Source: an optimization exercise on an open RTL-to-GDS flow (aim: small area and a short achievable clock period). Production flows keep margins and buffers that such runs may drop. Power is estimated from default activity; no workload was simulated.

v9:
## alu_design
module alu_design #(parameter W = 16, parameter N = 4) (
  clock, reset, CE, INP_valid, MODE, CMD, OPA, OPB, CIN, ERR, RES, OV, COUT, G, L, E);
  input clock;
  input reset;
  input CE;
  input [1:0] INP_valid;
  input MODE;
  input [N-1:0] CMD;
  input [W-1:0] OPA;
  input [W-1:0] OPB;
  input CIN;
  output reg ERR;
  output reg [2*W-1:0] RES;
  output reg OV;
  output reg COUT;
  output reg G;
  output reg L;
  output reg E;
wire i_v01 = (INP_valid == 2'b01);
wire i_v11 = (INP_valid == 2'b11);
wire i_rol  = ~MODE & i_v11 & (CMD == 4'b1100);
wire i_ror  = ~MODE & i_v11 & (CMD == 4'b1101);
wire i_shra = ~MODE & i_v01 & (CMD == 4'b1000);
wire i_shla = ~MODE & i_v01 & (CMD == 4'b1001);
wire i_mul  = MODE & i_v11 & ((CMD == 4'b1001) | (CMD == 4'b1010));
wire i_rotbad = |OPB[W-1:5];
wire i_rot  = (i_rol | i_ror) & ~i_rotbad;
wire i_oneh = i_rot | i_shra | i_shla;
wire [3:0] i_k = i_rol ? OPB[3:0] : i_ror ? (4'd0 - OPB[3:0]) : i_shla ? 4'd1 : 4'd15;
wire [W-1:0] i_b = i_oneh ? (16'd1 << i_k) : OPB;
reg i_err;
always @(*) begin
  i_err = 1'b1;
  if (MODE) begin
    case (INP_valid)
      2'b01: i_err = ~((CMD == 4'b0100) | (CMD == 4'b0101));
      2'b10: i_err = ~((CMD == 4'b0110) | (CMD == 4'b0111));
      2'b11: i_err = (CMD > 4'b1100) | (CMD[3:2] == 2'b01);
      default: i_err = 1'b1;
    endcase
  end else begin
    case (INP_valid)
      2'b01: i_err = ~((CMD == 4'b0110) | (CMD == 4'b1000) | (CMD == 4'b1001));
      2'b10: i_err = ~((CMD == 4'b0111) | (CMD == 4'b1010) | (CMD == 4'b1011));
      2'b11: i_err = ~((CMD <= 4'b0101) | (((CMD == 4'b1100) | (CMD == 4'b1101)) & ~i_rotbad));
      default: i_err = 1'b1;
    endcase
  end
end
localparam KL = 8;     
localparam KH = 27;    
reg [W-1:0] na_r, nb_r;
reg [N-1:0] cmd_r;
reg [1:0] valid_r;
reg mode_r, cin_r;
reg mul_r, err_r;
always @(posedge clock or posedge reset) begin
  if (reset) begin
    na_r    <= 0;
    nb_r    <= 0;
    cmd_r   <= 0;
    valid_r <= 0;
    mode_r  <= 0;
    cin_r   <= 0;
    mul_r   <= 0;
    err_r   <= 0;
  end else if (CE) begin
    na_r    <= ~OPA;
    nb_r    <= ~i_b;
  ...
For scale: roughly 1900 cells after synthesis, about 100 flip-flops, ~81 I/O pins, about 0.016 sq mm of cells after synthesis.
clock: 8.3 ns
lec_check: 0
cap_margin: 20
core_margin: 2
core_utilization: 65
place_density: 0.75
setup_slack_margin: 2.5
slew_margin: 20
run.sh (not shown) runs the stock make flow with config.mk's settings and CLKGATE_MAP_FILE= SYNTH_SCRIPT=/design/flow/synth_recipe.tcl, a recipe that flattens the netlist after the stock synthesis.
Changes in v8 relative to v9:
--- a/flow/design.v
+++ b/flow/design.v
@@ -49,32 +49,28 @@
 end
 localparam KL = 8;     
 localparam KH = 27;    
 reg [W-1:0] na_r, nb_r;
 reg [N-1:0] cmd_r;
 reg [1:0] valid_r;
 reg mode_r, cin_r;
 reg mul_r, err_r;
 always @(posedge clock or posedge reset) begin
-  if (reset) begin
-    na_r    <= 0;
-    nb_r    <= 0;
-    cmd_r   <= 0;
+  if (reset)
     valid_r <= 0;
-    mode_r  <= 0;
-    cin_r   <= 0;
-    mul_r   <= 0;
-    err_r   <= 0;
-  end else if (CE) begin
+  else if (CE)
+    valid_r <= INP_valid;
+end
+always @(posedge clock) begin
+  if (CE) begin
     na_r    <= ~OPA;
     nb_r    <= ~i_b;
     cmd_r   <= CMD;
-    valid_r <= INP_valid;
     mode_r  <= MODE;
     cin_r   <= CIN;
     mul_r   <= i_mul | i_oneh;
     err_r   <= i_err;
   end
 end
 wire [W-1:0] opa_r = ~na_r;
 wire [W-1:0] opb_r = ~nb_r;
 wire ok  = ~err_r;
@@ -994,44 +990,43 @@
 wire e_comb = cmp_sel & eq;
 wire l_comb = cmp_sel & lt;
 wire g_comb = cmp_sel & ~eq & ~lt;
 reg [KL-1:0] s_lo;
 reg        s_cl;
 reg [KH-KL-1:0] s_mx, s_my;
 reg [2*W-KH-1:0] s_hi;
 reg q_lo, q_hi, q_sh, q_16, q_up, q_sx, q_co, q_ovu, q_ovs;
 reg q_g, q_l, q_e, q_err;
+always @(posedge clock) begin
+  if (CE) begin
+    s_lo  <= lo_sum[KL-1:0];
+    s_cl  <= lo_sum[KL];
+    s_mx  <= tx[KH-1:KL];
+    s_my  <= ty[KH-1:KL];
+    s_hi  <= hi_sum;
+  end
+end
 always @(posedge clock or posedge reset) begin
   if (reset) begin
-    s_lo  <= 0;
-    s_cl  <= 0;
-    s_mx  <= 0;
-    s_my  <= 0;
-    s_hi  <= 0;
     q_lo  <= 0;
     q_hi  <= 0;
     q_sh  <= 0;
     q_16  <= 0;
     q_up  <= 0;
     q_sx  <= 0;
     q_co  <= 0;
     q_ovu <= 0;
     q_ovs <= 0;
     q_g   <= 0;
     q_l   <= 0;
     q_e   <= 0;
     q_err <= 0;
   end else if (CE) begin
-    s_lo  <= lo_sum[KL-1:0];
-    s_cl  <= lo_sum[KL];
-    s_mx  <= tx[KH-1:KL];
-    s_my  <= ty[KH-1:KL];
-    s_hi  <= hi_sum;
     q_lo  <= c_lo;
     q_hi  <= c_hi;
     q_sh  <= c_sh;
     q_16  <= c_16;
     q_up  <= c_up;
     q_sx  <= c_sx;
     q_co  <= c_co;
     q_ovu <= c_ovu;
     q_ovs <= c_ovs;
Findings:
The final layout from v8, which completed every stage, passed the timing, DRC and antenna checks at the end of the flow.
Relative to v9, the clock tree cell share of total cell area of v8 is higher by 0.23 points.
| final worst slack | higher: v8 |
Relative to v9, worst slack after detailed placement has increased by 0.058 ns in v8.
Per the comparison of v8 with v9, worst hold slack has decreased, share of synthesized cell area in and, or, nand and nor gates dropped 1.0 points, power density over the cells grew by about 24%.
In the reports for v8 and v9, the smaller final total power belongs to v9.
Final cell count (v8 over v9): decrease, 6.5%
The non-clock buffer share of cell area was comparable across v8 and v9.
Share of final-layout standard cells stronger than drive strength 1: v8 < v9
In the metrics for v8 and v9, the one carrying the higher proportion of power drawn by flip-flops and latches is v9.
Number of buffers added to fix hold violations after cts came out exactly the same in v8 and v9.
No functional check of the RTL was part of any run of this note.

separate check: timing with driven ports:
In the flow no input, the clock included, has a driving cell. The finished layouts below were timed again as built, in two steps. Step 1 (the two cells are an assumption about what drives the block):
set clk [get_ports {clock}]
set_driving_cell -lib_cell sky130_fd_sc_hd__clkbuf_16 $clk
set_driving_cell -lib_cell sky130_fd_sc_hd__buf_2 [delete_from_list [all_inputs] $clk]
Step 2 moves the port delays by t, midway between the first and last clock arrival at a register: inputs arrive t later, outputs are due t later. That takes back most of the time a late clock gives input paths. Slacks: ideal ports / drivers / drivers and shift; pairs: ideal ports / drivers.
run	t, ns	setup slack, ns	latest minus earliest clock arrival (ns)
v9	0.416	2.656 / 2.604 / 2.719	0.016 / 0.016
v8	0.412	2.663 / 2.663 / 2.663	0.009 / 0.009
After both steps setup and hold are still met in every run listed.
